What follows belongs to an exercise in optimizing a design on an open flow for small area; a production flow would make more cautious choices.
The RTL was checked by simulation tests, not by an equivalence proof against the original design.

==> flow/design.v, too long to show whole: its modules and the start of the top module <==
// module cr_xor: 7 lines
// module cr_xnor: 7 lines
// module cr_cmux: 8 lines
// module cr_addn: 25 lines
// module cr_prefix: 15 lines
// module cr_nand2: 7 lines
// module cr_o22ai: 9 lines
// module cr_incdec: 20 lines
// module cr_tmsbx: 46 lines
// module cr_toutx: 146 lines
// module cr_tmsby: 46 lines
// module cr_touty: 146 lines
// module cordic: 509 lines
module cordic (
  input                clk,
  input                reset,
  input                operands_val,
  input  signed [15:0] x_start,
  input  signed [15:0] y_start,
  input  signed [15:0] angle,
  output signed [15:0] sine,
  output signed [15:0] cosine,
  output               out_valid
);
  // ...
==> flow/flow/run.sh <==
#!/bin/bash
# Own layout flow: the standard ORFS flow (standard.sh, including its
# standard synthesis), with two changes to how the layout is built:
#  - the input/output port buffers are sky130_fd_sc_hd__buf_1 cells;
#  - clock tree synthesis inserts no dummy loads and clusters up to 27 sinks.
# ORFS writes each step's full log under orfs/logs/; make's own output goes
# to make.log in this folder.
set -euo pipefail
export BUFFER_PORTS_ARGS="-buffer_cell sky130_fd_sc_hd__buf_1"
export CTS_ARGS="-sink_clustering_enable -repair_clock_nets -dont_use_dummy_load -sink_clustering_size 27 -sink_clustering_max_diameter 100"
bash standard.sh finish > make.log 2>&1
==> flow/standard.sh <==
#!/bin/bash
# synth_recipe.tcl (not shown) runs the flow's synth.tcl, then flattens the netlist and writes it again
# the make line also repeats each setting of config.mk as NAME=value (left out here)
make -C /OpenROAD-flow-scripts/flow DESIGN_CONFIG=/design/flow/config.mk WORK_HOME=/design/flow/orfs CLKGATE_MAP_FILE= SYNTH_SCRIPT=/design/flow/synth_recipe.tcl "${@:-finish}"
==> flow/config.mk <==
export PLATFORM = sky130hd
export DESIGN_NAME = cordic
export DESIGN_NICKNAME = cordic
export VERILOG_FILES = /design/flow/design.v
export SDC_FILE = /design/flow/constraint.sdc
export NUM_CORES = 4
export LEC_CHECK = 0
export CAP_MARGIN = 0
export CORE_MARGIN = 2
export CORE_UTILIZATION = 70
export SLEW_MARGIN = 0
export SYNTH_HIERARCHICAL = 1
export SYNTH_MINIMUM_KEEP_SIZE = 0
==> flow/constraint.sdc <==
create_clock -name core_clock -period 5.0 [get_ports {clk}]
set_input_delay 1.0000 -clock core_clock [delete_from_list [all_inputs] [get_ports {clk}]]
set_output_delay 1.0000 -clock core_clock [all_outputs]
set_load 0.01 [all_outputs]
==> summary.md, run 1 <==
| Metric | Value |
|---|---|
| Status | timing/DRC/antenna clean |
| Total track usage | 25.94% |
| Met3 wire length | 1.141 mm |
| Fin nets | 3010 |
| Mapped cell area | 26600 sq um |
| Hold Path End | dr5[11]$_DFF_P_ |
| Crit. path cell count | 19 |
| Std cell rows | 71 |
| Share of layout cells above drive strength 1 | 9.779% |
| # clk buffers | 19 |
| Critical Path Most Common Cell | mux2i_1 |
| CORE AREA | 37580 sq um |
| Fmax | 211.2 MHz |
| TAP cells | 511 |
| Final period utilization | 94.68% |
| ClkCell Share | 1.675% |
| Vias per std cell | 5.692 |
| Ports | 84 |
| DIE HEIGHT | 198.9 um |
| Commonest non-fill, non-tap cell in the layout | xor2_1 |
| DIE AREA | 39580 sq um |
| Inverters | 107 |
| Final HPWL DP | 41.25 mm |
| Critical path cell sequence | buf_1 > o41a_1 > or3_4 > a21oi_2 > nand2b_2 > a31oi_4 > xnor2_4 > buf_4 > xor2_1 > xnor2_1 > mux2i_1 > mux2i_1 > mux2i_1 > mux2i_1 > mux2i_1 > mux2i_1 > mux2i_1 > mux2i_2 > xnor2_1 |
| GRT met1 Usage | 29.05% |
| Hold_ws | 326.8 ps |
| GRT busiest layer | met2 |
| RD Place Congestion | 0.8749 |
| Area growth syn-to-layout | 6.674% |
| Worst R2R Start | dr6[10]$_DFF_P_ |
| Worst reg-to-reg path cell count | 17 |
| Largest net degree at the start of global routing | 28 |
| Crit. Startpoint | angle[3] |
==> inputs of run 2 (changes only) <==
--- a/flow/design.v
+++ b/flow/design.v
@@ -493,108 +493,151 @@
 );
   localparam [15:0] ODD = 16'haaaa;
   reg [8:0] vld;
   always @(posedge clk) begin
     if (reset) vld <= 9'd0;
     else       vld <= {vld[7:0], operands_val};
   end
   assign out_valid = vld[8];
-  wire [15:0] t0 = angle - 16'd12868;
+  wire [15:0] a_au = {~angle[15], angle[14:0]};    
+  wire a_nowrap = (a_au[15] | (a_au[14] | (a_au[13] & (a_au[12] & (a_au[11] | (a_au[10] | (a_au[9] & (a_au[8] | (a_au[7] | (a_au[6] & (a_au[5] | (a_au[4] | (a_au[3] | (a_au[2] & (a_au[1] | (a_au[0] | 1'b1))))))))))))))));    
+  wire a_big = (a_au[15] & (a_au[14] & (a_au[13] & (a_au[12] & (a_au[11] | (a_au[10] | (a_au[9] & (a_au[8] | (a_au[7] | (a_au[6] & (a_au[5] | (a_au[4] | (a_au[3] | (a_au[2] & (a_au[1] | (a_au[0] | 1'b1))))))))))))))));    
+  wire a_nsmall = (a_au[15] | (a_au[14] & (a_au[13] & (a_au[12] & (a_au[11] | (a_au[10] | (a_au[9] & (a_au[8] | (a_au[7] | (a_au[6] & (a_au[5] | (a_au[4] | (a_au[3] | (a_au[2] & (a_au[1] | (a_au[0] | 1'b1))))))))))))))));    
+  wire a_sat = a_big | ~a_nsmall;    
+  wire a_ge_0_a = (a_au[15] & (a_au[14] | (a_au[13] & (a_au[12] & (a_au[11] | (a_au[10] | (a_au[9] & (a_au[8] | (a_au[7] | (a_au[6] & (a_au[5] | (a_au[4] | (a_au[3] | (a_au[2] & (a_au[1] | (a_au[0] | 1'b1))))))))))))))));    
+  wire a_ge_0 = a_ge_0_a | ~a_nowrap;    
+  wire a_s1 = a_ge_0;
+  wire a_ge_7596_a = (a_au[15] & (a_au[14] & (a_au[13] | (a_au[12] | (a_au[11] & (a_au[10] & (a_au[9] & (a_au[8] & (a_au[7] & (a_au[6] & (a_au[5] & (a_au[4] & (a_au[3] | (a_au[2] | (a_au[1] | (a_au[0] | 1'b1))))))))))))))));    
+  wire a_ge_7596 = a_ge_7596_a | ~a_nowrap;    
+  wire a_ge_m7596_a = (a_au[15] & (a_au[14] | (a_au[13] | (a_au[12] & (a_au[11] | (a_au[10] & (a_au[9] | (a_au[8] | (a_au[7] & (a_au[6] | (a_au[5] | (a_au[4] & (a_au[3] & (a_au[2] | (a_au[1] | (a_au[0] | 1'b1))))))))))))))));    
+  wire a_ge_m7596 = a_ge_m7596_a | ~a_nowrap;    
+  wire a_s2 = a_sat ? a_s1 : a_s1 ? a_ge_7596 : a_ge_m7596;
+  wire a_ge_11609_a = (a_au[15] & (a_au[14] & (a_au[13] | (a_au[12] & (a_au[11] & (a_au[10] & (a_au[9] & (a_au[8] & (a_au[7] & (a_au[6] | (a_au[5] | (a_au[4] & (a_au[3] & (a_au[2] & (a_au[1] | (a_au[0] & 1'b1))))))))))))))));    
+  wire a_ge_11609 = a_ge_11609_a | ~a_nowrap;    
+  wire a_ge_3583_a = (a_au[15] & (a_au[14] & (a_au[13] | (a_au[12] | (a_au[11] | (a_au[10] | (a_au[9] | (a_au[8] | (a_au[7] | (a_au[6] & (a_au[5] | (a_au[4] | (a_au[3] | (a_au[2] | (a_au[1] & (a_au[0] & 1'b1))))))))))))))));    
+  wire a_ge_3583 = a_ge_3583_a | ~a_nowrap;    
+  wire a_ge_m3583_a = (a_au[15] & (a_au[14] | (a_au[13] & (a_au[12] | (a_au[11] | (a_au[10] & (a_au[9] | (a_au[8] | (a_au[7] | (a_au[6] & (a_au[5] | (a_au[4] | (a_au[3] | (a_au[2] & (a_au[1] | (a_au[0] & 1'b1))))))))))))))));    
+  wire a_ge_m3583 = a_ge_m3583_a | ~a_nowrap;    
+  wire a_ge_m11609_a = (a_au[15] & (a_au[14] | (a_au[13] | (a_au[12] | (a_au[11] | (a_au[10] & (a_au[9] | (a_au[8] | (a_au[7] & (a_au[6] & (a_au[5] & (a_au[4] | (a_au[3] & (a_au[2] | (a_au[1] & (a_au[0] & 1'b1))))))))))))))));    
+  wire a_ge_m11609 = a_ge_m11609_a | ~a_nowrap;    
+  wire a_s3 = a_sat ? a_s1 : a_s1 ? (a_s2 ? a_ge_11609 : a_ge_3583) : (a_s2 ? a_ge_m3583 : a_ge_m11609);
+  wire a_ge_13646_a = (a_au[15] & (a_au[14] & (a_au[13] & (a_au[12] | (a_au[11] | (a_au[10] & (a_au[9] & (a_au[8] & (a_au[7] & (a_au[6] | (a_au[5] | (a_au[4] & (a_au[3] | (a_au[2] | (a_au[1] & (a_au[0] | 1'b1))))))))))))))));    
+  wire a_ge_13646 = a_ge_13646_a | ~a_nowrap;    
+  wire a_ge_9572_a = (a_au[15] & (a_au[14] & (a_au[13] | (a_au[12] & (a_au[11] | (a_au[10] & (a_au[9] & (a_au[8] & (a_au[7] & (a_au[6] | (a_au[5] & (a_au[4] | (a_au[3] & (a_au[2] | (a_au[1] | (a_au[0] | 1'b1))))))))))))))));    
+  wire a_ge_9572 = a_ge_9572_a | ~a_nowrap;    
+  wire a_ge_5620_a = (a_au[15] & (a_au[14] & (a_au[13] | (a_au[12] | (a_au[11] & (a_au[10] | (a_au[9] | (a_au[8] | (a_au[7] | (a_au[6] | (a_au[5] & (a_au[4] & (a_au[3] & (a_au[2] | (a_au[1] | (a_au[0] | 1'b1))))))))))))))));    
+  wire a_ge_5620 = a_ge_5620_a | ~a_nowrap;    
+  wire a_ge_1546_a = (a_au[15] & (a_au[14] | (a_au[13] & (a_au[12] & (a_au[11] & (a_au[10] | (a_au[9] | (a_au[8] | (a_au[7] | (a_au[6] & (a_au[5] | (a_au[4] | (a_au[3] & (a_au[2] & (a_au[1] & (a_au[0] | 1'b1))))))))))))))));    
+  wire a_ge_1546 = a_ge_1546_a | ~a_nowrap;    
+  wire a_ge_m1546_a = (a_au[15] & (a_au[14] | (a_au[13] & (a_au[12] | (a_au[11] & (a_au[10] & (a_au[9] | (a_au[8] | (a_au[7] | (a_au[6] | (a_au[5] & (a_au[4] & (a_au[3] & (a_au[2] | (a_au[1] & (a_au[0] | 1'b1))))))))))))))));    
+  wire a_ge_m1546 = a_ge_m1546_a | ~a_nowrap;    
+  wire a_ge_m5620_a = (a_au[15] & (a_au[14] | (a_au[13] | (a_au[12] & (a_au[11] & (a_au[10] & (a_au[9] | (a_au[8] | (a_au[7] | (a_au[6] & (a_au[5] | (a_au[4] & (a_au[3] | (a_au[2] | (a_au[1] | (a_au[0] | 1'b1))))))))))))))));    
+  wire a_ge_m5620 = a_ge_m5620_a | ~a_nowrap;    
+  wire a_ge_m9572_a = (a_au[15] & (a_au[14] | (a_au[13] | (a_au[12] | (a_au[11] & (a_au[10] & (a_au[9] | (a_au[8] | (a_au[7] & (a_au[6] & (a_au[5] & (a_au[4] | (a_au[3] | (a_au[2] | (a_au[1] | (a_au[0] | 1'b1))))))))))))))));    
+  wire a_ge_m9572 = a_ge_m9572_a | ~a_nowrap;    
+  wire a_ge_m13646_a = (a_au[15] | (a_au[14] & (a_au[13] & (a_au[12] & (a_au[11] & (a_au[10] & (a_au[9] | (a_au[8] | (a_au[7] & (a_au[6] & (a_au[5] & (a_au[4] & (a_au[3] | (a_au[2] & (a_au[1] & (a_au[0] | 1'b1))))))))))))))));    
+  wire a_ge_m13646 = a_ge_m13646_a | ~a_nowrap;    
+  wire [7:0] a_g4 = {a_ge_m13646, a_ge_m9572, a_ge_m5620, a_ge_m1546, a_ge_1546, a_ge_5620, a_ge_9572, a_ge_13646};
+  wire a_s4 = a_sat ? a_s1 : a_g4[~{a_s1, a_s2, a_s3}];
+  wire [11:0] a_t = angle[11:0] - 12'd580;    
   wire [15:0] x0_0_s;
   wire x0_0_co;
   wire [15:0] x0_0_bn = {~(y_start[15] ^ 1'b1), y_start[14] ^ 1'b1, ~(y_start[13] ^ 1'b1), y_start[12] ^ 1'b1, ~(y_start[11] ^ 1'b1), y_start[10] ^ 1'b1, ~(y_start[9] ^ 1'b1), y_start[8] ^ 1'b1, ~(y_start[7] ^ 1'b1), y_start[6] ^ 1'b1, ~(y_start[5] ^ 1'b1), y_start[4] ^ 1'b1, ~(y_start[3] ^ 1'b1), y_start[2] ^ 1'b1, ~(y_start[1] ^ 1'b1), y_start[0] ^ 1'b1};
   cr_addn #(.N(16)) u_x0_0 (.a(x_start[15:0]), .bn(x0_0_bn), .cin(1'b1), .s(x0_0_s), .co(x0_0_co));
   wire [15:0] y0_0_s;
   wire y0_0_co;
   wire [15:0] y0_0_bn = {~(x_start[15] ^ 1'b0), x_start[14] ^ 1'b0, ~(x_start[13] ^ 1'b0), x_start[12] ^ 1'b0, ~(x_start[11] ^ 1'b0), x_start[10] ^ 1'b0, ~(x_start[9] ^ 1'b0), x_start[8] ^ 1'b0, ~(x_start[7] ^ 1'b0), x_start[6] ^ 1'b0, ~(x_start[5] ^ 1'b0), x_start[4] ^ 1'b0, ~(x_start[3] ^ 1'b0), x_start[2] ^ 1'b0, ~(x_start[1] ^ 1'b0), x_start[0] ^ 1'b0};
   cr_addn #(.N(16)) u_y0_0 (.a(y_start[15:0]), .bn(y0_0_bn), .cin(1'b0), .s(y0_0_s), .co(y0_0_co));
   wire [15:0] x0 = {x0_0_s};
   wire [15:0] y0 = {y0_0_s};
-  wire dir1 = ~t0[15];
-  wire [9:0] x1_0_s;
+  wire dir1 = a_s1;
+  wire [3:0] x1_0_s;
   wire x1_0_co;
-  wire [9:0] x1_0_bn = {~(y0[10] ^ dir1), y0[9] ^ dir1, ~(y0[8] ^ dir1), y0[7] ^ dir1, ~(y0[6] ^ dir1), y0[5] ^ dir1, ~(y0[4] ^ dir1), y0[3] ^ dir1, ~(y0[2] ^ dir1), y0[1] ^ dir1};
-  cr_addn #(.N(10)) u_x1_0 (.a(x0[9:0]), .bn(x1_0_bn), .cin(dir1), .s(x1_0_s), .co(x1_0_co));
-  wire [9:0] y1_0_s;
+  wire [3:0] x1_0_bn = {~(y0[4] ^ dir1), y0[3] ^ dir1, ~(y0[2] ^ dir1), y0[1] ^ dir1};
+  cr_addn #(.N(4)) u_x1_0 (.a(x0[3:0]), .bn(x1_0_bn), .cin(dir1), .s(x1_0_s), .co(x1_0_co));
+  wire [3:0] y1_0_s;
   wire y1_0_co;
-  wire [9:0] y1_0_bn = {~(x0[10] ^ ~dir1), x0[9] ^ ~dir1, ~(x0[8] ^ ~dir1), x0[7] ^ ~dir1, ~(x0[6] ^ ~dir1), x0[5] ^ ~dir1, ~(x0[4] ^ ~dir1), x0[3] ^ ~dir1, ~(x0[2] ^ ~dir1), x0[1] ^ ~dir1};
-  cr_addn #(.N(10)) u_y1_0 (.a(y0[9:0]), .bn(y1_0_bn), .cin(~dir1), .s(y1_0_s), .co(y1_0_co));
-  reg [9:0] xl0, yl0;
+  wire [3:0] y1_0_bn = {~(x0[4] ^ ~dir1), x0[3] ^ ~dir1, ~(x0[2] ^ ~dir1), x0[1] ^ ~dir1};
+  cr_addn #(.N(4)) u_y1_0 (.a(y0[3:0]), .bn(y1_0_bn), .cin(~dir1), .s(y1_0_s), .co(y1_0_co));
+  reg [3:0] xl0, yl0;
   reg cx0, cy0;
-  reg [15:10] xa0, ya0;
-  reg [15:0] tr0;
+  reg [15:4] xa0, ya0;
+  reg [11:0] tr0;
+  reg sr0;
+  reg [4:1] dr0;
   always @(posedge clk) begin
     xl0 <= {x1_0_s};
     yl0 <= {y1_0_s};
     cx0 <= x1_0_co;
     cy0 <= y1_0_co;
-    xa0 <= x0[15:10];
-    ya0 <= y0[15:10];
-    tr0 <= t0;
+    xa0 <= x0[15:4];
+    ya0 <= y0[15:4];
+    tr0 <= a_t;
+    sr0 <= a_sat;
+    dr0 <= {a_s4, a_s3, a_s2, a_s1};
   end
-  wire [15:0] xv0 = {xa0, 10'd0};
-  wire [15:0] yv0 = {ya0, 10'd0};
-  wire [5:0] x1_10_s;
-  wire x1_10_co;
-  wire [5:0] x1_10_bn = {~(yv0[15] ^ (~tr0[15])), yv0[15] ^ (~tr0[15]), ~(yv0[14] ^ (~tr0[15])), yv0[13] ^ (~tr0[15]), ~(yv0[12] ^ (~tr0[15])), yv0[11] ^ (~tr0[15])};
-  cr_addn #(.N(6)) u_x1_10 (.a(xv0[15:10]), .bn(x1_10_bn), .cin(cx0), .s(x1_10_s), .co(x1_10_co));
-  wire [5:0] y1_10_s;
-  wire y1_10_co;
-  wire [5:0] y1_10_bn = {~(xv0[15] ^ ~(~tr0[15])), xv0[15] ^ ~(~tr0[15]), ~(xv0[14] ^ ~(~tr0[15])), xv0[13] ^ ~(~tr0[15]), ~(xv0[12] ^ ~(~tr0[15])), xv0[11] ^ ~(~tr0[15])};
-  cr_addn #(.N(6)) u_y1_10 (.a(yv0[15:10]), .bn(y1_10_bn), .cin(cy0), .s(y1_10_s), .co(y1_10_co));
-  wire [15:0] x1 = {x1_10_s, xl0};
-  wire [15:0] y1 = {y1_10_s, yl0};
-  wire        a_sat = tr0[15] ^ tr0[14];
-  wire [14:0] a_tu = {~tr0[14], tr0[13:0]};    
-  wire a_s1 = ~tr0[15];
-  wire a_ge_7596 = (a_tu[14] & (a_tu[13] | (a_tu[12] & (a_tu[11] & (a_tu[10] & (a_tu[9] | (a_tu[8] & (a_tu[7] & (a_tu[6] | (a_tu[5] & (a_tu[4] | (a_tu[3] & (a_tu[2] & (a_tu[1] | (a_tu[0] | 1'b1)))))))))))))));    
-  wire a_ge_m7596 = (a_tu[14] | (a_tu[13] & (a_tu[12] | (a_tu[11] | (a_tu[10] | (a_tu[9] & (a_tu[8] | (a_tu[7] | (a_tu[6] & (a_tu[5] | (a_tu[4] & (a_tu[3] | (a_tu[2] & (a_tu[1] | (a_tu[0] | 1'b1)))))))))))))));    
-  wire a_s2 = a_sat ? a_s1 : a_s1 ? a_ge_7596 : a_ge_m7596;
-  wire a_ge_11609 = (a_tu[14] & (a_tu[13] & (a_tu[12] | (a_tu[11] & (a_tu[10] & (a_tu[9] | (a_tu[8] & (a_tu[7] | (a_tu[6] & (a_tu[5] | (a_tu[4] & (a_tu[3] & (a_tu[2] | (a_tu[1] | (a_tu[0] & 1'b1)))))))))))))));    
-  wire a_ge_3583 = (a_tu[14] & (a_tu[13] | (a_tu[12] | (a_tu[11] & (a_tu[10] & (a_tu[9] | (a_tu[8] & (a_tu[7] & (a_tu[6] & (a_tu[5] & (a_tu[4] & (a_tu[3] & (a_tu[2] & (a_tu[1] & (a_tu[0] & 1'b1)))))))))))))));    
-  wire a_ge_m3583 = (a_tu[14] | (a_tu[13] & (a_tu[12] & (a_tu[11] | (a_tu[10] | (a_tu[9] & (a_tu[8] | (a_tu[7] | (a_tu[6] | (a_tu[5] | (a_tu[4] | (a_tu[3] | (a_tu[2] | (a_tu[1] | (a_tu[0] & 1'b1)))))))))))))));    
-  wire a_ge_m11609 = (a_tu[14] | (a_tu[13] | (a_tu[12] & (a_tu[11] | (a_tu[10] | (a_tu[9] & (a_tu[8] | (a_tu[7] & (a_tu[6] | (a_tu[5] & (a_tu[4] | (a_tu[3] | (a_tu[2] & (a_tu[1] & (a_tu[0] & 1'b1)))))))))))))));    
-  wire a_s3 = a_sat ? a_s1 : a_s1 ? (a_s2 ? a_ge_11609 : a_ge_3583) : (a_s2 ? a_ge_m3583 : a_ge_m11609);
-  wire a_ge_13646 = (a_tu[14] & (a_tu[13] & (a_tu[12] & (a_tu[11] | (a_tu[10] & (a_tu[9] | (a_tu[8] & (a_tu[7] | (a_tu[6] & (a_tu[5] | (a_tu[4] | (a_tu[3] & (a_tu[2] & (a_tu[1] & (a_tu[0] | 1'b1)))))))))))))));    
-  wire a_ge_9572 = (a_tu[14] & (a_tu[13] & (a_tu[12] | (a_tu[11] | (a_tu[10] & (a_tu[9] | (a_tu[8] & (a_tu[7] | (a_tu[6] & (a_tu[5] & (a_tu[4] | (a_tu[3] | (a_tu[2] & (a_tu[1] | (a_tu[0] | 1'b1)))))))))))))));    
-  wire a_ge_5620 = (a_tu[14] & (a_tu[13] | (a_tu[12] & (a_tu[11] | (a_tu[10] & (a_tu[9] | (a_tu[8] & (a_tu[7] & (a_tu[6] & (a_tu[5] & (a_tu[4] & (a_tu[3] | (a_tu[2] & (a_tu[1] | (a_tu[0] | 1'b1)))))))))))))));    
-  wire a_ge_1546 = (a_tu[14] & (a_tu[13] | (a_tu[12] | (a_tu[11] | (a_tu[10] & (a_tu[9] & (a_tu[8] | (a_tu[7] | (a_tu[6] | (a_tu[5] | (a_tu[4] | (a_tu[3] & (a_tu[2] | (a_tu[1] & (a_tu[0] | 1'b1)))))))))))))));    
-  wire a_ge_m1546 = (a_tu[14] | (a_tu[13] & (a_tu[12] & (a_tu[11] & (a_tu[10] | (a_tu[9] | (a_tu[8] & (a_tu[7] & (a_tu[6] & (a_tu[5] & (a_tu[4] & (a_tu[3] | (a_tu[2] & (a_tu[1] & (a_tu[0] | 1'b1)))))))))))))));    
-  wire a_ge_m5620 = (a_tu[14] | (a_tu[13] & (a_tu[12] | (a_tu[11] & (a_tu[10] | (a_tu[9] & (a_tu[8] | (a_tu[7] | (a_tu[6] | (a_tu[5] | (a_tu[4] | (a_tu[3] & (a_tu[2] & (a_tu[1] | (a_tu[0] | 1'b1)))))))))))))));    
-  wire a_ge_m9572 = (a_tu[14] | (a_tu[13] | (a_tu[12] & (a_tu[11] & (a_tu[10] | (a_tu[9] & (a_tu[8] | (a_tu[7] & (a_tu[6] | (a_tu[5] | (a_tu[4] & (a_tu[3] & (a_tu[2] & (a_tu[1] | (a_tu[0] | 1'b1)))))))))))))));    
-  wire a_ge_m13646 = (a_tu[14] | (a_tu[13] | (a_tu[12] | (a_tu[11] & (a_tu[10] | (a_tu[9] & (a_tu[8] | (a_tu[7] & (a_tu[6] | (a_tu[5] & (a_tu[4] & (a_tu[3] | (a_tu[2] | (a_tu[1] & (a_tu[0] | 1'b1)))))))))))))));    
-  wire [7:0] a_g4 = {a_ge_m13646, a_ge_m9572, a_ge_m5620, a_ge_m1546, a_ge_1546, a_ge_5620, a_ge_9572, a_ge_13646};
-  wire a_s4 = a_sat ? a_s1 : a_g4[~{a_s1, a_s2, a_s3}];
-  wire [11:0] a_t = tr0[11:0];
-  wire dir2 = a_s2;
+  wire [15:0] xv0 = {xa0, 4'd0};
+  wire [15:0] yv0 = {ya0, 4'd0};
+  wire [11:0] x1_4_s;
+  wire x1_4_co;
+  wire [11:0] x1_4_bn = {~(yv0[15] ^ (dr0[1])), yv0[15] ^ (dr0[1]), ~(yv0[14] ^ (dr0[1])), yv0[13] ^ (dr0[1]), ~(yv0[12] ^ (dr0[1])), yv0[11] ^ (dr0[1]), ~(yv0[10] ^ (dr0[1])), yv0[9] ^ (dr0[1]), ~(yv0[8] ^ (dr0[1])), yv0[7] ^ (dr0[1]), ~(yv0[6] ^ (dr0[1])), yv0[5] ^ (dr0[1])};
+  cr_addn #(.N(12)) u_x1_4 (.a(xv0[15:4]), .bn(x1_4_bn), .cin(cx0), .s(x1_4_s), .co(x1_4_co));
+  wire [11:0] y1_4_s;
+  wire y1_4_co;
+  wire [11:0] y1_4_bn = {~(xv0[15] ^ ~(dr0[1])), xv0[15] ^ ~(dr0[1]), ~(xv0[14] ^ ~(dr0[1])), xv0[13] ^ ~(dr0[1]), ~(xv0[12] ^ ~(dr0[1])), xv0[11] ^ ~(dr0[1]), ~(xv0[10] ^ ~(dr0[1])), xv0[9] ^ ~(dr0[1]), ~(xv0[8] ^ ~(dr0[1])), xv0[7] ^ ~(dr0[1]), ~(xv0[6] ^ ~(dr0[1])), xv0[5] ^ ~(dr0[1])};
+  cr_addn #(.N(12)) u_y1_4 (.a(yv0[15:4]), .bn(y1_4_bn), .cin(cy0), .s(y1_4_s), .co(y1_4_co));
+  wire [15:0] x1 = {x1_4_s, xl0};
+  wire [15:0] y1 = {y1_4_s, yl0};
+  reg [11:0] b_c;    
+  always @(*) begin
+    case ({dr0[1], dr0[2], dr0[3], dr0[4]})
+      4'b1111: b_c = 12'h94c;
+      4'b1110: b_c = 12'h150;
+      4'b1101: b_c = 12'h962;
+      4'b1100: b_c = 12'h166;
+      4'b1011: b_c = 12'h9f2;
+      4'b1010: b_c = 12'h1f6;
+      4'b1001: b_c = 12'ha08;
+      4'b1000: b_c = 12'h20c;
+      4'b0111: b_c = 12'hdf4;
+      4'b0110: b_c = 12'h5f8;
+      4'b0101: b_c = 12'he0a;
+      4'b0100: b_c = 12'h60e;
+      4'b0011: b_c = 12'he9a;
+      4'b0010: b_c = 12'h69e;
+      4'b0001: b_c = 12'heb0;
+      4'b0000: b_c = 12'h6b4;
+    endcase
+  end
+  wire [11:0] b_u = tr0 - b_c;    
+  wire b_hi = ~b_u[11] & b_u[10];
+  wire b_lo = b_u[11] & ~b_u[10];
+  wire [10:0] u_dir = sr0 ? {11{dr0[1]}} : b_hi ? 11'h7ff : b_lo ? 11'h000 : {~b_u[10], b_u[9:0]};
+  wire dir2 = dr0[2];
   wire [11:0] x2_0_s;
   wire x2_0_co;
   wire [11:0] x2_0_bn = {~(y1[13] ^ dir2), y1[12] ^ dir2, ~(y1[11] ^ dir2), y1[10] ^ dir2, ~(y1[9] ^ dir2), y1[8] ^ dir2, ~(y1[7] ^ dir2), y1[6] ^ dir2, ~(y1[5] ^ dir2), y1[4] ^ dir2, ~(y1[3] ^ dir2), y1[2] ^ dir2};
   cr_addn #(.N(12)) u_x2_0 (.a(x1[11:0]), .bn(x2_0_bn), .cin(dir2), .s(x2_0_s), .co(x2_0_co));
   wire [11:0] y2_0_s;
   wire y2_0_co;
   wire [11:0] y2_0_bn = {~(x1[13] ^ ~dir2), x1[12] ^ ~dir2, ~(x1[11] ^ ~dir2), x1[10] ^ ~dir2, ~(x1[9] ^ ~dir2), x1[8] ^ ~dir2, ~(x1[7] ^ ~dir2), x1[6] ^ ~dir2, ~(x1[5] ^ ~dir2), x1[4] ^ ~dir2, ~(x1[3] ^ ~dir2), x1[2] ^ ~dir2};
   cr_addn #(.N(12)) u_y2_0 (.a(y1[11:0]), .bn(y2_0_bn), .cin(~dir2), .s(y2_0_s), .co(y2_0_co));
   reg [11:0] xl1, yl1;
   reg cx1, cy1;
   reg [15:12] xa1, ya1;
-  reg [11:0] tr1;
-  reg sr1;
-  reg [4:1] dr1;
+  reg [15:2] dr1;
   always @(posedge clk) begin
     xl1 <= {x2_0_s};
     yl1 <= {y2_0_s};
     cx1 <= x2_0_co;
     cy1 <= y2_0_co;
     xa1 <= x1[15:12];
     ya1 <= y1[15:12];
-    tr1 <= a_t;
-    sr1 <= a_sat;
-    dr1 <= {a_s4, a_s3, a_s2, a_s1};
+    dr1 <= {u_dir[0], u_dir[1], u_dir[2], u_dir[3], u_dir[4], u_dir[5], u_dir[6], u_dir[7], u_dir[8], u_dir[9], u_dir[10], dr0[4], dr0[3], dr0[2]};
   end
   wire [15:0] xv1 = {xa1, 12'd0};
   wire [15:0] yv1 = {ya1, 12'd0};
   wire [1:0] x2_12_s;
   wire x2_12_co;
   wire [1:0] x2_12_bn = {~(yv1[15] ^ (dr1[2])), yv1[14] ^ (dr1[2])};
   cr_addn #(.N(2)) u_x2_12 (.a(xv1[13:12]), .bn(x2_12_bn), .cin(cx1), .s(x2_12_s), .co(x2_12_co));
   wire [1:0] y2_12_s;
@@ -606,41 +649,16 @@
   wire [1:0] x2_t_s;
   cr_incdec #(.W(2)) u_x2_t (.x(xv1[15:14]), .incn(~(x2_t_cl & ~x2_t_sg)), .decn(~(~x2_t_cl & x2_t_sg)), .y(x2_t_s));
   wire y2_t_cl = y2_12_co;
   wire y2_t_sg = xv1[15] ^ ~(dr1[2]);
   wire [1:0] y2_t_s;
   cr_incdec #(.W(2)) u_y2_t (.x(yv1[15:14]), .incn(~(y2_t_cl & ~y2_t_sg)), .decn(~(~y2_t_cl & y2_t_sg)), .y(y2_t_s));
   wire [15:0] x2 = {x2_t_s, x2_12_s, xl1};
   wire [15:0] y2 = {y2_t_s, y2_12_s, yl1};
-  reg [11:0] b_c;    
-  always @(*) begin
-    case ({dr1[1], dr1[2], dr1[3], dr1[4]})
-      4'b1111: b_c = 12'h94c;
-      4'b1110: b_c = 12'h150;
-      4'b1101: b_c = 12'h962;
-      4'b1100: b_c = 12'h166;
-      4'b1011: b_c = 12'h9f2;
-      4'b1010: b_c = 12'h1f6;
-      4'b1001: b_c = 12'ha08;
-      4'b1000: b_c = 12'h20c;
-      4'b0111: b_c = 12'hdf4;
-      4'b0110: b_c = 12'h5f8;
-      4'b0101: b_c = 12'he0a;
-      4'b0100: b_c = 12'h60e;
-      4'b0011: b_c = 12'he9a;
-      4'b0010: b_c = 12'h69e;
-      4'b0001: b_c = 12'heb0;
-      4'b0000: b_c = 12'h6b4;
-    endcase
-  end
-  wire [11:0] b_u = tr1 - b_c;    
-  wire b_hi = ~b_u[11] & b_u[10];
-  wire b_lo = b_u[11] & ~b_u[10];
-  wire [10:0] u_dir = sr1 ? {11{dr1[1]}} : b_hi ? 11'h7ff : b_lo ? 11'h000 : {~b_u[10], b_u[9:0]};
   wire dir3 = dr1[3];
   wire [12:0] x3_0_s;
   wire x3_0_co;
   wire [12:0] x3_0_bn = {y2[15] ^ dir3, ~(y2[14] ^ dir3), y2[13] ^ dir3, ~(y2[12] ^ dir3), y2[11] ^ dir3, ~(y2[10] ^ dir3), y2[9] ^ dir3, ~(y2[8] ^ dir3), y2[7] ^ dir3, ~(y2[6] ^ dir3), y2[5] ^ dir3, ~(y2[4] ^ dir3), y2[3] ^ dir3};
   cr_addn #(.N(13)) u_x3_0 (.a(x2[12:0]), .bn(x3_0_bn), .cin(dir3), .s(x3_0_s), .co(x3_0_co));
   wire [12:0] y3_0_s;
   wire y3_0_co;
   wire [12:0] y3_0_bn = {x2[15] ^ ~dir3, ~(x2[14] ^ ~dir3), x2[13] ^ ~dir3, ~(x2[12] ^ ~dir3), x2[11] ^ ~dir3, ~(x2[10] ^ ~dir3), x2[9] ^ ~dir3, ~(x2[8] ^ ~dir3), x2[7] ^ ~dir3, ~(x2[6] ^ ~dir3), x2[5] ^ ~dir3, ~(x2[4] ^ ~dir3), x2[3] ^ ~dir3};
@@ -670,17 +688,17 @@
   reg [15:4] dr2;
   always @(posedge clk) begin
     xl2 <= {x4_0_s};
     yl2 <= {y4_0_s};
     cx2 <= x4_0_co;
     cy2 <= y4_0_co;
     xa2 <= x3[15:8];
     ya2 <= y3[15:8];
-    dr2 <= {u_dir[0], u_dir[1], u_dir[2], u_dir[3], u_dir[4], u_dir[5], u_dir[6], u_dir[7], u_dir[8], u_dir[9], u_dir[10], dr1[4]};
+    dr2 <= {dr1[15], dr1[14], dr1[13], dr1[12], dr1[11], dr1[10], dr1[9], dr1[8], dr1[7], dr1[6], dr1[5], dr1[4]};
   end
   wire [15:0] xv2 = {xa2, 8'd0};
   wire [15:0] yv2 = {ya2, 8'd0};
   wire [3:0] x4_8_s;
   wire x4_8_co;
   wire [3:0] x4_8_bn = {~(yv2[15] ^ (dr2[4])), yv2[14] ^ (dr2[4]), ~(yv2[13] ^ (dr2[4])), yv2[12] ^ (dr2[4])};
   cr_addn #(.N(4)) u_x4_8 (.a(xv2[11:8]), .bn(x4_8_bn), .cin(cx2), .s(x4_8_s), .co(x4_8_co));
   wire [3:0] y4_8_s;
==> flow/flow/run.sh (replaced) <==
#!/bin/bash
# Own layout flow: the standard ORFS flow (standard.sh, including its
# standard synthesis), with two changes to how the layout is built:
#  - the input/output port buffers are sky130_fd_sc_hd__buf_1 cells;
#  - clock tree synthesis inserts no dummy loads and clusters up to 24 sinks.
# ORFS writes each step's full log under orfs/logs/; make's own output goes
# to make.log in this folder.
set -euo pipefail
export BUFFER_PORTS_ARGS="-buffer_cell sky130_fd_sc_hd__buf_1"
export CTS_ARGS="-sink_clustering_enable -repair_clock_nets -dont_use_dummy_load -sink_clustering_size 24 -sink_clustering_max_diameter 100"
bash standard.sh finish > make.log 2>&1
==> flow/config.mk (replaced) <==
export PLATFORM = sky130hd
export DESIGN_NAME = cordic
export DESIGN_NICKNAME = cordic
export VERILOG_FILES = /design/flow/design.v
export SDC_FILE = /design/flow/constraint.sdc
export NUM_CORES = 4
export LEC_CHECK = 0
export CAP_MARGIN = 0
export CORE_MARGIN = 2
export CORE_UTILIZATION = 60
export GPL_TIMING_DRIVEN = 0
export SLEW_MARGIN = 0
export SYNTH_HIERARCHICAL = 1
export SYNTH_MINIMUM_KEEP_SIZE = 0
==> run 2 against run 1 <==
  * Highest routed layer unchanged
  * Non-clock buffer count rose by 59
  * Sequential share of layout area fell by 0.71 points
  * Count of clock-buffer cells in the layout rose by 1
  * Register-to-register slack got worse by 40 ps
  * Core utilization fell by 9.6 points
  * Wire length fell by 0.48%
  * Hold slack improved by 4.2 ps
  * Via count fell by 0.56%
  * First-iteration DRC count fell by 5.0%
  * Final cell count rose by 4.3%
==> summary.md, run 2 <==
| Metric | Value |
|---|---|
| Share of layout cells above drive strength 1 | 11.39% (was 9.779%) |
| Post-route ant nets | 0 (unchanged) |
| Post-Synthesis Cells | 2857 (was 2845) |
| Drt first pass iters | 5 (was 8) |
| CTS buffer count | 20 (was 19) |
| Worst-Margin Slew | 960.3 ps (was 946.4 ps) |
| TritonCTS clock tree | built (unchanged) |
| Worst setup SP type | input port (unchanged) |
| Clock buffer depth | 3 (unchanged) |
| # fillers | 3768 (was 2796) |
| Largest net degree at the start of global routing | 25 (was 28) |
| Final Slew Violations | 0 (unchanged) |
| CP max FO | 13 (was 8) |
| Worst EP required | 5460 ps (was 5420 ps) |
| Worst slew margin | 34.97% (was 36.45%) |
| Area growth syn-to-layout | 9.139% (was 6.674%) |
| Routed WL | 52.45 mm (was 52.70 mm) |
| Average cell area after synthesis | 9.287 sq um (was 9.351 sq um) |
| Initial drt markers | 913 (was 961) |
| Setup CP Type | input port to flip-flop (unchanged) |
| Hold Path Class | flip-flop to flip-flop (unchanged) |
| Ant diodes | 0 (unchanged) |
| Clock-pin slew of the registers on the worst-case setup and hold paths | 90 ps (was 100 ps) |
| Clock Latency Late Sink | 550 ps (was 520 ps) |
| Commonest non-fill, non-tap cell in the layout | xor2_1 (unchanged) |
| Ys Warns | 11 (unchanged) |
| MaxCap Viol Count | 0 (unchanged) |
| Final HPWL DP | 40.56 mm (was 41.25 mm) |
| Clock Sinks | 399 (was 401) |
| Root Buffer | clkbuf_16 (unchanged) |
| Vias | 19500 (was 19610) |
| Drt wl/cell | 14.59 um (was 15.29 um) |
| Ports | 84 (unchanged) |
| Fin cells | 3595 (was 3446) |
| Total area of sequential cells | 8005 sq um (was 8045 sq um) |
| Initial Utilization | 60.40% (was 70.80%) |
| Vias in the first global route | 18700 (was 18980) |
| RD Place Congestion | 0.8583 (was 0.8749) |
| Crit path capture type | flip-flop (unchanged) |
| Fin. Hold Viols | 0 (unchanged) |
| Die Width | 214.3 um (was 198.9 um) |
| GRT busiest layer | met2 (unchanged) |
| Final period utilization | 94.66% (was 94.68%) |
| Setup violations, final | 0 (unchanged) |
| Met2 usage in global routing | 41.27% (was 52.03%) |
| Antenna violations before repair | 1 (was 0) |
| DIE AREA | 45920 sq um (was 39580 sq um) |
| Post-layout min period | 4733 ps (was 4734 ps) |
| Place WS | -551.4 ps (was -261.8 ps) |
| GRT met1 Usage | 27.65% (was 29.05%) |
| CP arrival | 5190 ps (was 5150 ps) |
| Area of the multi-input gates | 18130 sq um (was 17920 sq um) |
| Fin worst setup slack | 267.2 ps (was 266.1 ps) |
| Clock Skew | 28.90 ps (was 30.12 ps) |
| Mapped cell area | 26530 sq um (was 26600 sq um) |
| H-tree depth | 1 (unchanged) |
| CORE AREA | 43930 sq um (was 37580 sq um) |
| I/O Buffers | 81 (was 83) |
| Std cell rows | 77 (was 71) |
| RSZ-0062 raised after global routing | true |
| DIE HEIGHT | 214.3 um (was 198.9 um) |
| Total grt overflow | 0 (unchanged) |
| DRC violations left | 0 (unchanged) |
| Global-route wire length before repair | 87.90 mm (was 86.68 mm) |
| Fmax | 211.3 MHz (was 211.2 MHz) |
| Total track usage | 22.14% (was 25.94%) |
| Status | timing/DRC/antenna clean (unchanged) |
| Vias per std cell | 5.425 (was 5.692) |
| GR Layer Usage met3 | 2.014% (was 2.153%) |
| TNS Setup | 0 ps (unchanged) |
| Most frequent cells in the layout | 588 x xor2_1, 387 x dfxtp_1, 375 x xnor2_1 (was 596 x xor2_1, 391 x xnor2_1, 387 x dfxtp_1) |
| Placed instance count | 3532 (was 3396) |
| Fin nets | 3079 (was 3010) |
==> run 2: stage by stage <==
step / instance area [sq um] / util [%] / hold slack (ps)
after floorplan: 26540 / - / 309.6
after global placement: 27590 / 62.79 / 310.7
after detailed placement: 27590 / 62.79 / 312.1
after CTS: 28160 / 64.11 / 333.6
after global routing: 28960 / 65.91 / 337.8
final: 28960 / 65.91 / 331.0
==> run 2: final cells by class <==
| cell class | instances | share of cell area (%) |
|---|---|---|
| multi-input combinational | 2259 | 62.60 |
| clock buffer | 20 | 1.728 |
| sequential | 399 | 27.64 |
| buffer | 94 | 1.905 |
| tap | 592 | 2.558 |
| timing repair buffer | 125 | 2.191 |
| inverter | 106 | 1.374 |
==> run 2: worst max-delay path, stage by stage <==
cell and delay, ps:
buf_1 130, clkbuf_1 360, inv_1 150, ha_1 230, nor3b_2 190, o2111ai_1 220
nand2_1 80, ha_1 390, clkbuf_1 400, inv_1 170, a32o_1 260, buf_6 150
a211o_1 290, nand3_2 90, a31oi_2 100, or3_1 390, ha_1 300, or2b_1 220
o31ai_1 70
==> run 2: path summary, 6_finish.rpt <==
check	slack, ps	to	cells past startpoint	start
worst max-delay path	270	b_c[2]$_DFF_P_	19	angle[3]
worst min-delay path	330	dr3[8]$_DFF_P_	0	dr2[8]$_DFF_P_
worst max register to register	280	cx3$_DFF_P_	16	ya2[12]$_DFF_P_
worst min register to register	330	dr3[8]$_DFF_P_	0	dr2[8]$_DFF_P_
==> run 2: what timing repair did <==
action	4_1_cts	5_1_grt
hold buffers	0	0
resized for setup	22	103
endpoints found under the setup margin	68	135
setup buffers	1	43
cloned	0	1
pin swaps	1	44
==> run 2: layer usage <==
layer	routed length (um)	vias up
met5	0	-
met4	911	0
met3	1218	55
met2	26670	273
met1	23650	9126
li1	-	10050
==> inputs of run 3 (changes only) <==
--- a/flow/config.mk
+++ b/flow/config.mk
@@ -8,7 +8,6 @@
 export CAP_MARGIN = 0
 export CORE_MARGIN = 2
 export CORE_UTILIZATION = 60
-export GPL_TIMING_DRIVEN = 0
 export SLEW_MARGIN = 0
 export SYNTH_HIERARCHICAL = 1
 export SYNTH_MINIMUM_KEEP_SIZE = 0
==> run 3 against run 2 <==
  * Highest routed layer unchanged
  * Sequential cell count unchanged
  * Core utilization fell by 2.0 points
  * Die area is the same
  * Sequential share of layout area grew 0.86 points
  * Worst setup slack improved by 55 ps
  * Area after synthesis is the same
  * Critical path type is now flip-flop to output pin
  * Still clean
  * Final cell count fell by 2.5%
  * Critical endpoint is now cosine[5]
  * Maximum frequency increased by 1.2%
==> summary.md, run 3 <==
| Metric | Value |
|---|---|
| Worst EP required | 4000 ps (was 5460 ps) |
| Die Width | 214.3 um (unchanged) |
| CP max FO | 14 (was 13) |
| Fin cells | 3504 (was 3595) |
| Total track usage | 21.55% (was 22.14%) |
| Std cell rows | 77 (unchanged) |
| Share of layout cells above drive strength 1 | 7.795% (was 11.39%) |
| DIE HEIGHT | 214.3 um (unchanged) |
| Fin worst setup slack | 322.1 ps (was 267.2 ps) |
| Area of the multi-input gates | 17770 sq um (was 18130 sq um) |
| Placed instance count | 3473 (was 3532) |
| Post-Synthesis Cells | 2857 (unchanged) |
| Hold Path Class | flip-flop to flip-flop (unchanged) |
| TritonCTS clock tree | built (unchanged) |
| RSZ-0062 raised after global routing | true (unchanged) |
| H-tree depth | 1 (unchanged) |
| Initial drt markers | 917 (was 913) |
| Place WS | 253.5 ps (was -551.4 ps) |
| Ys Warns | 11 (unchanged) |
| Commonest non-fill, non-tap cell in the layout | xor2_1 (unchanged) |
| Ports | 84 (unchanged) |
| Worst setup SP type | flip-flop (was input port) |
| DRC violations left | 0 (unchanged) |
| Status | timing/DRC/antenna clean (unchanged) |
| Final Slew Violations | 0 (unchanged) |
| Post-route ant nets | 0 (unchanged) |
| Cts-stage hold buffer count | 0 (unchanged) |
| Vias in the first global route | 18430 (was 18700) |
| Antenna violations before repair | 0 (was 1) |
| Mapped cell area | 26530 sq um (unchanged) |
| Clock Skew | 33.12 ps (was 28.90 ps) |
| Average cell area after synthesis | 9.287 sq um (unchanged) |
| Global-route wire length before repair | 85.83 mm (was 87.90 mm) |
| # fillers | 3904 (was 3768) |
| Worst-Margin Slew | 966.2 ps (was 960.3 ps) |
| Vias per std cell | 5.449 (was 5.425) |
| Hold_ws | 331.2 ps (was 331.0 ps) |
| Post-layout min period | 4678 ps (was 4733 ps) |
| Final HPWL DP | 39.46 mm (was 40.56 mm) |
| Dpl cell area | 27340 sq um (was 27590 sq um) |
| Total grt overflow | 0 (unchanged) |
| MaxCap Viol Count | 0 (unchanged) |
| Vias | 19090 (was 19500) |
| CORE AREA | 43930 sq um (unchanged) |
| I/O Buffers | 83 (was 81) |
| Setup CP Type | flip-flop to output pin (was input port to flip-flop) |
| DIE AREA | 45920 sq um (unchanged) |
| RD Place Congestion | 0.8560 (was 0.8583) |
| Design area | 28070 sq um (was 28960 sq um) |
| Fin nets | 2988 (was 3079) |
| Crit path capture type | output pin (was flip-flop) |
| Root Buffer | clkbuf_16 (unchanged) |
| Drt wl/cell | 14.31 um (was 14.59 um) |
| Fmax | 213.8 MHz (was 211.3 MHz) |
| Initial Utilization | 60.40% (unchanged) |
| CTS buffer count | 20 (unchanged) |
| Total area of sequential cells | 8000 sq um (was 8005 sq um) |
| Area growth syn-to-layout | 5.781% (was 9.139%) |
| CP arrival | 3680 ps (was 5190 ps) |
| Drt first pass iters | 5 (unchanged) |
| Routed WL | 50.14 mm (was 52.45 mm) |
| Ant diodes | 0 (unchanged) |
| Clock buffer depth | 3 (unchanged) |
| Fin. Hold Viols | 0 (unchanged) |
| Final period utilization | 93.56% (was 94.66%) |
| Largest net degree at the start of global routing | 25 (unchanged) |
| Clock-pin slew of the registers on the worst-case setup and hold paths | 90 ps (about the same) |
| Worst slew margin | 35.50% (was 34.97%) |
| Most frequent cells in the layout | 605 x xor2_1, 389 x dfxtp_1, 386 x xnor2_1 (was 588 x xor2_1, 387 x dfxtp_1, 375 x xnor2_1) |
| Clock Latency Late Sink | 550 ps (about the same) |
| Setup violations, final | 0 (unchanged) |
| Clock Sinks | 399 (unchanged) |
[run 3: stage by stage]
step	TNS (ps)	utilization, %
2_1_floorplan	0	-
3_3_place_gp	0	62.23
3_5_place_dp	0	62.23
4_1_cts	0	63.37
5_1_grt	-218.6	63.89
6_report	0	63.89
[run 3: final cells by class]
class / count / share of cell area, %
Multi-Input combinational cell: 2258 / 63.32
Sequential cell: 399 / 28.50
Tap cell: 592 / 2.639
Timing Repair Buffer: 129 / 2.340
Clock buffer: 20 / 1.783
Inverter: 106 / 1.418
[run 3: per-layer routing]
metal | share of wire, % | vias up | wire length, um | global-route usage (%)
li1 | - | 9882 | - | -
met1 | 46 | 8919 | 23070 | 27.31
met2 | 49 | 221 | 24810 | 39.36
met3 | 2.1 | 71 | 1066 | 1.759
met4 | 2.4 | 0 | 1187 | 5.556
met5 | 0 | - | 0 | 0
[run 3: worst paths after layout]
| path | end | slack [ps] | cells after the start | start |
|---|---|---|---|---|
| min | dr3[13]$_DFF_P_ | 330 | 0 | dr2[13]$_DFF_P_ |
| max reg2reg | yr8[12]$_DFF_P_ | 340 | 17 | yr7[12]$_DFF_P_ |
| min reg2reg | dr3[13]$_DFF_P_ | 330 | 0 | dr2[13]$_DFF_P_ |
| max | cosine[5] | 320 | 12 | yr8[2]$_DFF_P_ |
[run 3: critical path: stages (launching register included)]
cell,delay (ps)
dfxtp_1,570
and4_2,310
nand4_1,110
o22ai_1,280
xor2_2,290
nor2_1,120
a21oi_1,130
o221ai_1,160
a211oi_2,280
inv_1,240
o22ai_1,270
xor2_1,190
buf_1,170
[run 3: what timing repair did]
item / CTS / global route
setup endpoints to repair: 0 / 111
buffers inserted: 0 / 11
gates resized for setup: 0 / 32
==> inputs of run 4 (changes only) <==
--- a/flow/flow/run.sh
+++ b/flow/flow/run.sh
@@ -7,5 +7,5 @@
 # to make.log in this folder.
 set -euo pipefail
 export BUFFER_PORTS_ARGS="-buffer_cell sky130_fd_sc_hd__buf_1"
-export CTS_ARGS="-sink_clustering_enable -repair_clock_nets -dont_use_dummy_load -sink_clustering_size 24 -sink_clustering_max_diameter 100"
+export CTS_ARGS="-sink_clustering_enable -repair_clock_nets -dont_use_dummy_load -sink_clustering_size 24 -sink_clustering_max_diameter 100 -buf_list {sky130_fd_sc_hd__clkbuf_8 sky130_fd_sc_hd__clkbuf_16}"
 bash standard.sh finish > make.log 2>&1
==> run 4 against run 3 <==
  * Count of clock-buffer cells in the layout stayed put
  * First-iteration DRC count stayed put
  * Clock skew stayed put
  * Hold slack stayed put
  * Sequential cell count stayed put
  * Maximum frequency stayed put
  * Largest cell class unchanged
==> summary.md, run 4 <==
| Metric | Value |
|---|---|
| Global-route wire length before repair | 85.83 mm (unchanged) |
| CTS buffer count | 20 (unchanged) |
| Vias per std cell | 5.449 (unchanged) |
| Post-route ant nets | 0 (unchanged) |
| Worst reg-to-reg path cell count | 17 (unchanged) |
| Critical Path Most Common Cell | o22ai_1 (unchanged) |
| Mapped cell area | 26530 sq um (unchanged) |
| Worst setup SP type | flip-flop (unchanged) |
| Fin. Hold Viols | 0 (unchanged) |
| Largest net degree at the start of global routing | 25 (unchanged) |
| Capturing point of the worst reg2reg path | yr8[12]$_DFF_P_ (unchanged) |
| MaxCap Viol Count | 0 (unchanged) |
| Clock Latency Late Sink | 550 ps (about the same) |
| Vias in the first global route | 18430 (unchanged) |
| Ys Warns | 11 (unchanged) |
| Post-Synthesis Cells | 2857 (unchanged) |
| Worst-Margin Slew | 966.2 ps (unchanged) |
| Root Buffer | clkbuf_16 (unchanged) |
| Routed WL | 50.14 mm (unchanged) |
| Setup CP Type | flip-flop to output pin (unchanged) |
| Area growth syn-to-layout | 5.781% (unchanged) |
| CP arrival | 3680 ps (about the same) |
| Design area | 28070 sq um (unchanged) |
| Ant diodes | 0 (unchanged) |
| Setup violations, final | 0 (unchanged) |
| Worst R2R Start | yr7[12]$_DFF_P_ (unchanged) |
| CORE AREA | 43930 sq um (unchanged) |
| H-tree depth | 1 (unchanged) |
| Dpl cell area | 27340 sq um (unchanged) |
| Final period utilization | 93.56% (unchanged) |
| Placed instance count | 3473 (unchanged) |
| R2R setup slack | 340 ps (about the same) |
| Average cell area after synthesis | 9.287 sq um (unchanged) |
| Antenna violations before repair | 0 (unchanged) |
| Fin cells | 3504 (unchanged) |
| Most frequent cells in the layout | 605 x xor2_1, 389 x dfxtp_1, 386 x xnor2_1 (unchanged) |
| Total grt overflow | 0 (unchanged) |
| WHS Path Cells | 0 (unchanged) |
| Ports | 84 (unchanged) |
| Status | timing/DRC/antenna clean (unchanged) |
| Initial drt markers | 917 (unchanged) |
| Std cell rows | 77 (unchanged) |
| Worst slew margin | 35.50% (unchanged) |
| I/O Buffers | 83 (unchanged) |
| RD Place Congestion | 0.8560 (unchanged) |
| Critical path cell sequence | and4_2 > nand4_1 > o22ai_1 > xor2_2 > nor2_1 > a21oi_1 > o221ai_1 > a211oi_2 > inv_1 > o22ai_1 > xor2_1 > buf_1 (unchanged) |
| Hold Path Class | flip-flop to flip-flop (unchanged) |
| Hold_ws | 331.2 ps (unchanged) |
| TritonCTS clock tree | built (unchanged) |
| Crit-path max cell delay | 570 ps (about the same) |
| Initial Utilization | 60.40% (unchanged) |
| Hold Path End | dr3[13]$_DFF_P_ (unchanged) |
| Crit-path slowest cell | dfxtp_1 (unchanged) |
| DRC violations left | 0 (unchanged) |
| DIE AREA | 45920 sq um (unchanged) |
| Worst EP required | 4000 ps (about the same) |
| Drt wl/cell | 14.31 um (unchanged) |
| Share of layout cells above drive strength 1 | 7.795% (unchanged) |
| Clock Sinks | 399 (unchanged) |
| CP max FO | 14 (unchanged) |
| Util after Layout | 63.89% (unchanged) |
| RSZ-0062 raised after global routing | true (unchanged) |
| Clock-pin slew of the registers on the worst-case setup and hold paths | 90 ps (about the same) |
| Commonest non-fill, non-tap cell in the layout | xor2_1 (unchanged) |
| Cts-stage hold buffer count | 0 (unchanged) |
| Fmax | 213.8 MHz (unchanged) |
| # fillers | 3904 (unchanged) |
| Final Slew Violations | 0 (unchanged) |
| Total track usage | 21.55% (unchanged) |
| DIE HEIGHT | 214.3 um (unchanged) |
| Final HPWL DP | 39.46 mm (unchanged) |
| Die Width | 214.3 um (unchanged) |
| Clock buffer depth | 3 (unchanged) |
| Fin nets | 2988 (unchanged) |
| Post-layout min period | 4678 ps (unchanged) |
| Clock Skew | 33.12 ps (unchanged) |
| Drt first pass iters | 5 (unchanged) |
| Hold path startpoint | dr2[13]$_DFF_P_ (unchanged) |
| Vias | 19090 (unchanged) |
| Crit path capture type | output pin (unchanged) |
==> run 4: cell counts in the layout (fill, tap and decap cells not counted) <==
Identical to the previous run, type by type.
==> run 4: per-layer routing <==
layer | track usage (%) | wire length [um] | vias up
met1 | 27.31 | 23070 | 8919
li1 | - | - | 9882
met4 | 5.556 | 1187 | 0
met3 | 1.759 | 1066 | 71
met2 | 39.36 | 24810 | 221
met5 | 0 | 0 | -
==> run 4: repair_timing <==
action,4_1_cts,5_1_grt
setup endpoints to repair,0,111
endpoints found under the hold margin,0,0
buffers inserted,0,11
resized for setup,0,32
==> run 4: worst max-delay path, delay by kind of cell, from the launching register on <==
family / cells / cell delay (ps)
and+or+nand+nor: 3 / 540
AOI/OAI and AO/OA: 5 / 1120
xor gates and xnor gates: 2 / 480
DFF: 1 / 570
buffers and inverters: 2 / 410
==> run 4: how the worst max path moves through the flow <==
stage | startpoint | to | slack [ps] | depth (start not counted)
floorplan | dr5[9]$_DFF_P_ | cx6$_DFF_P_ | 320 | 20
finish | yr8[2]$_DFF_P_ | cosine[5] | 320 | 12
global placement | ya2[12]$_DFF_P_ | ya3[15]$_DFF_P_ | 340 | 18
global route | dr6[10]$_DFF_P_ | yr7[15]$_DFF_P_ | -40 | 17
detailed placement | x_start[0] | ya0[15]$_DFF_P_ | 250 | 18
CTS | xr8[0]$_DFF_P_ | sine[4] | 40 | 14
==> run 4: through the flow <==
step / worst slack [ps] / TNS [ps]
floorplan: 315.7 / 0
global placement: 338.0 / 0
detailed placement: 253.5 / 0
CTS: 36.98 / 0
global route: -38.05 / -218.6
finish: 322.1 / 0
==> run 4: final cells by class <==
class                           count  area [sq um]  area share (%)
Multi-Input combinational cell   2258         17770           63.32
Sequential cell                   399          8000           28.50
Timing Repair Buffer              129         656.9           2.340
Inverter                          106         397.9           1.418
Tap cell                          592         740.7           2.639
Clock buffer                       20         500.5           1.783

## port drivers added, routing unchanged
How much do the figures lean on ideal ports? The routed layouts below were timed once more, with nothing changed but the port constraints.
Step 1 (the two cells are an assumption about what drives the block):
set clk [get_ports {clk}]
set_driving_cell -lib_cell sky130_fd_sc_hd__clkbuf_16 $clk
set_driving_cell -lib_cell sky130_fd_sc_hd__buf_2 [delete_from_list [all_inputs] $clk]
Step 2 moves the port delays by t, midway between the first and last clock arrival at a register: inputs arrive t later, outputs are due t later. That takes back most of the time a late clock gives input paths.
Three values: no drivers, after step 1, after step 2; two values: the first two.
run	t (ns)	setup slack, ns	worst register clock-pin slew, ns	cell pins on the clock port's net
run 1	0.568	0.266 / 0.256 / -0.265	0.11 / 0.11	1
run 2	0.595	0.267 / 0.275 / -0.299	0.10 / 0.10	1
run 3	0.587	0.322 / 0.265 / 0.338	0.09 / 0.09	1
run 4	0.587	0.322 / 0.265 / 0.338	0.09 / 0.09	1
Met with ideal ports but missed after step 2: setup timing in run 1 and run 2. For run 2, which loses most, drivers alone change the setup slack by +0.008 ns; drivers and shift together by -0.566 ns.
